This design comes from an exercise in tuning for a short achievable clock period and few clock cycles on the open sky130 flow, not from production work. Function was checked by simulation only, so behaviour that the tests miss may differ from the original. Power figures rest on the tool's default switching activity, not on a simulated workload.

==> job 2970 <==
==> flow/design.v (excerpt) <==
module mips_singlecycle (
        input clk, rst,
        output [8:0]  imem_addr,
        input  [31:0] imem_rdata,
        output [8:0]  dmem_addr,
        output [31:0] dmem_wdata,
        output        dmem_we,
        input  [31:0] dmem_rdata,
        input  [4:0]  dbg_sel,
        output [31:0] dbg_data
    );
export LEC_CHECK = 0
export ABC_CLOCK_PERIOD_IN_PS = 1000
export CAP_MARGIN = 20
export CORE_MARGIN = 2
export CORE_UTILIZATION = 35
export SETUP_SLACK_MARGIN = 5
export SLEW_MARGIN = 20
export SYNTH_HIERARCHICAL = 1
export SYNTH_MINIMUM_KEEP_SIZE = 0
create_clock -name core_clock -period 10.5 [get_ports {clk}]
run.sh (not shown) runs the stock make flow with config.mk's settings and CLKGATE_MAP_FILE= SYNTH_SCRIPT=/design/flow/synth_recipe.tcl, a recipe that flattens the netlist after the stock synthesis.
==> inputs of job 8056, as changes to job 2970 <==
--- a/flow/design.v
+++ b/flow/design.v
@@ -56,31 +56,36 @@
         output [8:0]  dmem_addr,
         output [31:0] dmem_wdata,
         output        dmem_we,
         input  [31:0] dmem_rdata,
         input  [4:0]  dbg_sel,
         output [31:0] dbg_data
     );
-    localparam NF = 32;          
-    localparam NB = 5;           
-    localparam PFD = 9'd24;      
+    localparam NF = 64;          
+    localparam NB = 6;           
+    localparam PFD = 9'd48;      
     reg  [8:0]  pc;
     reg  [8:0]  pf;              
     reg         tm_r;            
+    reg         dok_r;           
     wire [8:0]  pfm1 = pf - 9'd1;
     reg  [31:0] rf [1:31];
     reg         a_wen, b_wen;    
     reg  [4:0]  a_rd, b_rd;
     reg         a_ld, b_ld;      
     reg  [1:0]  a_sel, b_sel;    
     reg         a_sub, b_sub;    
     reg  [31:0] a_x, a_y, b_x, b_y;
-    reg  [10:0] m_base, m_imm;   
-    reg  [31:0] wd;              
-    reg         we;              
+    reg  [10:0] l_base, l_imm;
+    reg         s_v;             
+    reg  [10:0] s_base, s_imm;
+    reg  [31:0] s_data;
+    reg         sb_v;
+    reg  [8:0]  sb_a;
+    reg  [31:0] sb_d;
     reg         bv;          
     reg         bf;          
     reg         bm;          
     reg         bp;          
     reg  [8:0]  balt;        
     reg  [4:0]  bra, brb;
     reg  [NB-1:0] bent;      
@@ -117,25 +122,53 @@
         begin
             yy = y ^ {32{sub}};
             z  = x ^ yy ^ k;
             c  = {(x[30:0] & yy[30:0]) | ((x[30:0] ^ yy[30:0]) & ~k[30:0]), sub};
             s  = x + yy + {31'b0, sub};
             lt = (x[31] ^ y[31]) ? x[31] : s[31];
             if (ld)
-                eqk = dmem_rdata == k;
+                eqk = ld_fb ? sb_d == k : dmem_rdata == k;
             else case (sel)
                 2'd0: eqk = z == c;
                 2'd1: eqk = (x & y) == k;
                 2'd2: eqk = (x | y) == k;
                 default: eqk = k == {31'b0, lt};
             endcase
         end
     endfunction
-    wire [31:0] a_res = a_ld ? dmem_rdata : alu(a_x, a_y, a_sel, a_sub);
-    wire [31:0] b_res = b_ld ? dmem_rdata : alu(b_x, b_y, b_sel, b_sub);
+    wire [8:0]  l_addr, s_addr;
+    addr_add ladd (l_base, l_imm, l_addr);
+    addr_add sadd (s_base, s_imm, s_addr);
+    wire        has_ld = a_ld || b_ld;
+    function addr_eq(input [10:0] a, input [10:0] b, input [8:0] k);
+        reg [10:0] kk, z, c;
+        reg [1:0]  lo;
+        begin
+            lo = a[1:0] + b[1:0];                
+            kk = {k, lo};
+            z  = a ^ b ^ kk;
+            c  = {(a[9:0] & b[9:0]) | ((a[9:0] ^ b[9:0]) & ~kk[9:0]), 1'b0};
+            addr_eq = z[10:2] == c[10:2];
+        end
+    endfunction
+    wire        ld_fb   = sb_v && addr_eq(l_base, l_imm, sb_a);
+    wire [31:0] ld_data = ld_fb ? sb_d : dmem_rdata;
+    wire        sb_vn  = has_ld ? (sb_v || s_v) : (sb_v && s_v);
+    always @(posedge clk or posedge rst) begin
+        if (rst) sb_v <= 1'b0;
+        else     sb_v <= sb_vn;
+    end
+    always @(posedge clk) begin
+        if (s_v && (has_ld || sb_v)) begin
+            sb_a <= s_addr;
+            sb_d <= s_data;
+        end
+    end
+    wire [31:0] a_res = a_ld ? ld_data : alu(a_x, a_y, a_sel, a_sub);
+    wire [31:0] b_res = b_ld ? ld_data : alu(b_x, b_y, b_sel, b_sub);
     integer i;
     always @(posedge clk or posedge rst) begin
         if (rst) begin
             for (i = 1; i < 32; i = i + 1) rf[i] <= 32'b0;
         end else begin
             for (i = 1; i < 32; i = i + 1)
                 if (b_wen && b_rd == i) rf[i] <= b_res;
@@ -255,48 +288,58 @@
         assign r0_tag[gk] = fd_tag[(gk+NF-1)%NF];
         assign r0_ra[gk]  = fd_ra[(gk+NF-1)%NF];
         assign r0_rb[gk]  = fd_rb[(gk+NF-1)%NF];
         assign r0_rd[gk]  = fd_rd[(gk+NF-1)%NF];
         assign r0_sel[gk] = fd_sel[(gk+NF-1)%NF];
         assign r0_val[gk] = fd_val[(gk+NF-1)%NF];
     end endgenerate
-    wire        h0    = r0_v[i1] && r0_tag[i1] == pcm1[8:NB];
-    wire        h2o   = r2_v[i1] && r2_o[i1] && r2_tag[i1] == pc1[8:NB];
-    wire        h3o   = r3_v[i1] && r3_o[i1] && r3_tag[i1] == pc2[8:NB];
-    wire        h1    = fd_v[i1] && fd_tag[i1] == pc[8:NB];
+    wire [8-NB:0] ph  = pc[8:NB];
+    wire [8-NB:0] php = ph + 1'b1;
+    wire [8-NB:0] phm = ph - 1'b1;
+    wire [NF-1:0] m0, m1, m2, m3;
+    generate for (gk = 0; gk < NF; gk = gk + 1) begin : tagm
+        assign m0[gk] = r0_v[gk] && r0_tag[gk] == (gk == 0 ? phm : ph);
+        assign m1[gk] = fd_v[gk] && fd_tag[gk] == ph;
+        assign m2[gk] = r2_v[gk] && r2_tag[gk] == (gk == NF-1 ? php : ph);
+        assign m3[gk] = r3_v[gk] && r3_tag[gk] == (gk >= NF-2 ? php : ph);
+    end endgenerate
+    wire        h0    = m0[i1];
+    wire        h2o   = m2[i1] && r2_o[i1];
+    wire        h3o   = m3[i1] && r3_o[i1];
+    wire        h1    = m1[i1];
     wire        h1c   = fd_c[i1];
     wire        h1o   = fd_o[i1];
     wire        h1p   = fd_pt[i1];
     wire [8:0]  h1t   = fd_val[i1][8:0];
     wire [4:0]  h1a   = fd_ra[i1];
     wire [4:0]  h1b   = fd_rb[i1];
     wire [4:0]  h1d   = fd_rd[i1];
     wire        h1w   = fd_wen[i1];
     wire        h1l   = fd_ld[i1];
     wire        h1s   = fd_st[i1];
     wire        h1u   = fd_sub[i1];
     wire [1:0]  h1sel = fd_sel[i1];
     wire [10:0] h1i   = fd_val[i1];
     wire [NB-1:0] h1e = i1;
-    wire        h2    = r2_v[i1] && !r2_o[i1] && r2_tag[i1] == pc1[8:NB];
+    wire        h2    = m2[i1] && !r2_o[i1];
     wire        h2c   = h2 && r2_c[i1];
     wire        h2p   = r2_pt[i1];
     wire [8:0]  h2t   = r2_tgt[i1];
     wire [4:0]  h2a   = r2_ra[i1];
     wire [4:0]  h2b   = r2_rb[i1];
     wire [NB-1:0] h2e = i2;
-    wire        h3    = r3_v[i1] && !r3_o[i1] && !r3_c[i1] && r3_tag[i1] == pc2[8:NB];
+    wire        h3    = m3[i1] && !r3_o[i1] && !r3_c[i1];
     wire [8:0]  h3t   = r3_tgt[i1];
     wire        h2u   = h2 && !h2c;
     wire [8:0]  f_nt  = h2u ? h2t : pc2;          
     wire [8:0]  f_nt2 = h3 ? h3t : pc3;           
     wire        tm    = tm_r;
     wire [8:0]  pfd   = pf - pc;                  
     wire        pf_ok = pfd != 9'd0 && !pfd[8];
-    wire        pf_go = tm && pf_ok && pfd <= PFD;
+    wire        pf_go = tm && dok_r;               
     wire [8:0]  ia    = pf_go ? pf : pc;
     wire [4:0]  rs    = tm ? r0_ra[i1]  : i_rs;
     wire [4:0]  rt    = tm ? r0_rb[i1]  : i_rt;
     wire [4:0]  x_rd  = tm ? r0_rd[i1]  : i_xrd;
     wire        x_wen = tm ? r0_w[i1]   : i_wen;
     wire        x_ld  = tm ? r0_l[i1]   : i_lw;
     wire        x_st  = tm ? r0_s[i1]   : i_sw;
@@ -320,15 +363,16 @@
     rd_port pyb (rflat, h1b, yb_rf);
     wire [31:0] ya_v  = fwd(h1a, ya_rf);
     wire [31:0] yb_v  = fwd(h1b, yb_rf);
     wire        y_dep = x_wen && (x_rd == h1a || x_rd == h1b);
     wire        nofold = redir || b_cnd;
     wire        use_u = h1 && !h1c && !h1o && !redir;
     wire        use_c = h1 && h1c && !nofold;
-    wire        use_o = h1 && h1o && !nofold && !y_dep && !(x_mem && (h1l || h1s));
+    wire        m_ok  = !(x_mem && (h1l || h1s)) || (x_ld && h1s && !sb_vn);
+    wire        use_o = h1 && h1o && !nofold && !y_dep && m_ok;
     wire        h2a_k = h2a == 5'd0 || (x_wen && x_rd == h2a) || (h1w && h1d == h2a);
     wire        h2b_k = h2b == 5'd0 || (x_wen && x_rd == h2b) || (h1w && h1d == h2b);
     wire        h2a_w = h2a != 5'd0;              
     wire        h2b_w = h2b != 5'd0;
     wire        use_c2 = h2c && h2a_k && h2b_k && !(h2a_w && h2b_w);
     wire [8:0]  pf1   = pf + 9'd1;
     wire [8:0]  ia1   = pf_go ? pf1 : pc1;
@@ -339,40 +383,42 @@
     wire        l_bnop = i_beq && ins[15:0] == 16'd0;
     wire        l_balw = i_beq && i_rs == i_rt && !l_bnop;
     wire        l_bcnd = i_beq && i_rs != i_rt && !l_bnop;
     wire [8:0]  pf_bt  = pf1 + ins[8:0];
     wire [8:0]  l_btgt = pf_go ? pf_bt : btgt;
     wire        l_unc = i_j || l_balw || l_bnop || (i_r && i_rd == 5'd0) || (i_lw && i_rt == 5'd0);
     wire        l_op  = !l_unc && (i_r || i_lw || i_sw);
-    wire        learn = (l_unc || l_bcnd || l_op) && !known && (pf_go || !tm);
+    wire        pf_col = (pfm1[NB-1:0] == pc[NB-1:0]  && pfm1 != pc)  ||
+                         (pfm1[NB-1:0] == pc1[NB-1:0] && pfm1 != pc1) ||
+                         (pfm1[NB-1:0] == pc2[NB-1:0] && pfm1 != pc2);
+    wire        learn = (l_unc || l_bcnd || l_op) && !known && (pf_go ? !pf_col : !tm);
     function tgt_o(input [8:0] t);
         reg [NB-1:0] lo;
         reg [8-NB:0] hi;
         begin
             lo = t[NB-1:0] - 1'b1;                
             hi = t[8:NB] - 1'b1;
             tgt_o = r0_v[t[NB-1:0]] && r0_o[t[NB-1:0]] &&
                     r0_tag[t[NB-1:0]] == (t[NB-1:0] == 0 ? hi : t[8:NB]) &&
                     !(learn && il == lo);
         end
     endfunction
     wire        o_h1t = tgt_o(h1t);
     wire        o_h2t = tgt_o(h2t);
     wire        o_h3t = tgt_o(h3t);
-    wire        o_rtg = tgt_o(r_tgt);
     wire        o_alt = tgt_o(balt);
-    wire        o_pc1 = h1 && h1o && !(learn && il == pc[NB-1:0]);
-    wire        o_pc2 = h2o && !(learn && il == pc1[NB-1:0]);
-    wire        o_pc3 = h3o && !(learn && il == pc2[NB-1:0]);
+    wire        o_pc1 = h1 && h1o;
+    wire        o_pc2 = h2o;
+    wire        o_pc3 = h3o;
     reg  [8:0]  pc_n;
     reg         tm_n;        
     always @(*) begin
         tm_n = 1'b0;
         if (mp)                 begin pc_n = balt; tm_n = o_alt; end
-        else if (redir)         begin pc_n = r_tgt; tm_n = o_rtg; end
+        else if (redir)         pc_n = r_tgt;
         else if (use_u)         begin pc_n = h1t; tm_n = o_h1t; end
         else if (use_c)         begin pc_n = h1p ? h1t : f_nt;
                                       tm_n = h1p ? o_h1t : h2u ? o_h2t : o_pc2; end
         else if (use_o)         begin pc_n = use_c2 ? (h2p ? h2t : f_nt2) : h2c ? pc2 : f_nt;
                                       tm_n = use_c2 ? (h2p ? o_h2t : h3 ? o_h3t : o_pc3) :
                                              h2c ? 1'b0 : h2u ? o_h2t : o_pc2; end
         else                    begin pc_n = pc1; tm_n = o_pc1; end
@@ -404,14 +450,18 @@
             fd_sel[il] <= i_sel;
         end
     end
     wire [8:0]  pf_jt = i_j ? ins[8:0] : pf_bt;
     wire [8:0]  pf_jd = pf_jt - pf;
     wire        pf_fj = (i_j || l_balw) && pf_jd != 9'd0 && !pf_jd[8];
     always @(posedge clk or posedge rst) begin
+        if (rst) dok_r <= 1'b0;
+        else     dok_r <= pf_ok && pfd <= PFD + 9'd2;
+    end
+    always @(posedge clk or posedge rst) begin
         if (rst)         pf <= 9'd1;
         else if (!pf_ok) pf <= pc1;
         else if (pf_go)  pf <= pf_fj ? pf_jt : pf1;
     end
     always @(posedge clk or posedge rst) begin
         if (rst) pu_v <= 1'b0;
         else     pu_v <= bv && bf;
@@ -425,52 +475,56 @@
         else     tm_r <= tm_n;
     end
     always @(posedge clk or posedge rst) begin
         if (rst) begin
             pc    <= 9'd0;
             a_wen <= 1'b0;
             b_wen <= 1'b0;
-            we    <= 1'b0;
+            s_v   <= 1'b0;
+            a_ld  <= 1'b0;
+            b_ld  <= 1'b0;
             bv    <= 1'b0;
         end else begin
             pc    <= pc_n;
             a_wen <= !mp && x_wen;
             b_wen <= !mp && use_o && h1w;
-            we    <= !mp && (x_st || (use_o && h1s));
+            s_v   <= !mp && (x_st || (use_o && h1s));
+            a_ld  <= !mp && x_ld;
+            b_ld  <= !mp && use_o && h1l;
             bv    <= !mp && (b_cnd || use_c || (use_o && use_c2));
         end
     end
     always @(posedge clk) begin
         a_rd  <= x_rd;
-        a_ld  <= x_ld;
         a_sub <= x_sub;
         a_sel <= x_sel;
         a_x   <= rs_v;
         a_y   <= rt_v;
         b_rd  <= h1d;
-        b_ld  <= h1l;
         b_sub <= h1u;
         b_sel <= h1sel;
         b_x   <= ya_v;
         b_y   <= yb_v;
-        m_base <= x_mem ? rs_v[10:0] : ya_v[10:0];
-        m_imm  <= x_mem ? x_imm : h1i;
-        wd    <= x_mem ? rt_v : yb_v;
+        l_base <= x_ld ? rs_v[10:0] : ya_v[10:0];
+        l_imm  <= x_ld ? x_imm : h1i;
+        s_base <= x_st ? rs_v[10:0] : ya_v[10:0];
+        s_imm  <= x_st ? x_imm : h1i;
+        s_data <= x_st ? rt_v : yb_v;
         bf    <= !b_cnd;
         bm    <= !use_c;
         bp    <= b_cnd ? 1'b0 : use_c ? h1p : h2p;
         balt  <= b_cnd ? btgt : use_c ? (h1p ? f_nt : h1t) : (h2p ? f_nt2 : h2t);
         bra   <= use_c ? h1a : h2a;
         brb   <= use_c ? h1b : h2b;
         bent  <= use_c ? h1e : h2e;
     end
     assign imem_addr  = ia;
-    addr_add madd (m_base, m_imm, dmem_addr);
-    assign dmem_wdata = wd;
-    assign dmem_we    = we;
+    assign dmem_addr  = has_ld ? l_addr : sb_v ? sb_a : s_addr;
+    assign dmem_wdata = sb_v ? sb_d : s_data;
+    assign dmem_we    = !has_ld && (sb_v || s_v);
     genvar gb, gr;
     generate for (gb = 0; gb < 8; gb = gb + 1) begin : dbg
         wire [127:0] d;
         for (gr = 0; gr < 128; gr = gr + 1) begin : r
             if (gr % 32 == 0) begin : z
                 assign d[gr] = 1'b1;
             end else begin : v
CAP_MARGIN = 30   (was 20)
SETUP_SLACK_MARGIN = 4.5   (was 5)
==> run summary <==
metric	job 2970	job 8056
Run status	timing/DRC/antenna clean	timing/DRC/antenna clean
Mux contribution to synthesized area	10.8%	12.3%
Final period demand of the worst path	6.52 ns	7.06 ns
Clock latency reported for the late side of the worst-skew pair	1.23 ns	1.18 ns
Reported combinational group power	73.5 mW	102 mW
First-pass detailed-route iteration total	15	12
Utilization after layout	43.3%	41.9%
Mean number of vias per cell	7.04	7.13
Final worst slack	3.98 ns	3.44 ns
Area share of fa/ha/maj cells after synthesis	2.18%	1.78%
Power in sequential cells	25.5 mW	31.6 mW
Area grow syn2layout	23.5%	19.2%
Worst stage delay on the critical path	0.61 ns	0.56 ns
M1 WL	566000 um	741000 um
Synth Cell Area	253000 um^2	319000 um^2
Wire length of the first global-routing pass	2070000 um	2670000 um
Number of levels in the clock H-tree	5	6
Routed Wire Length	1560000 um	2050000 um
Die H	854 um	959 um
Dpl cells	35.8k	43.3k
Hpwl dp	910000 um	1290000 um
Filler-free cell count of the finished design	38.1k	45.6k
Fraction of area in registers	30.8%	35.2%
Testbench counts of job 2970, summed over its fixed seeds: cycles 98,478.
Testbench counts of job 8056, summed over its fixed seeds: cycles 94,134.

==> separate check: timing with driven ports <==
The flow's constraints put no driver on any port. The routed layouts listed below were extracted and timed again, unchanged, in two steps.
Step 1 sets driving cells, clkbuf_16 on the clock port and buf_2 on the other inputs (assumed; they add their load-dependent delay and slew).
Step 2 moves the port delays by t, midway between the first and last clock arrival at a register: inputs arrive t later, outputs are due t later. That takes back most of the time a late clock gives input paths.
Slacks: ideal / step 1 / step 2; pairs: ideal / step 1.
run | t, ns | setup WS [ns] | slew at the worst register clock pin (ns) | cell pins on the clock port's net
job 2970 | 1.272 | 3.976 / 3.976 / 3.128 | 0.09 / 0.09 | 1
job 8056 | 1.280 | 3.439 / 3.439 / 3.063 | 0.08 / 0.08 | 1
After both steps setup and hold are still met in every run listed. For job 2970, which loses most, drivers alone change the setup slack by 0.000 ns; drivers and shift together by -0.848 ns.
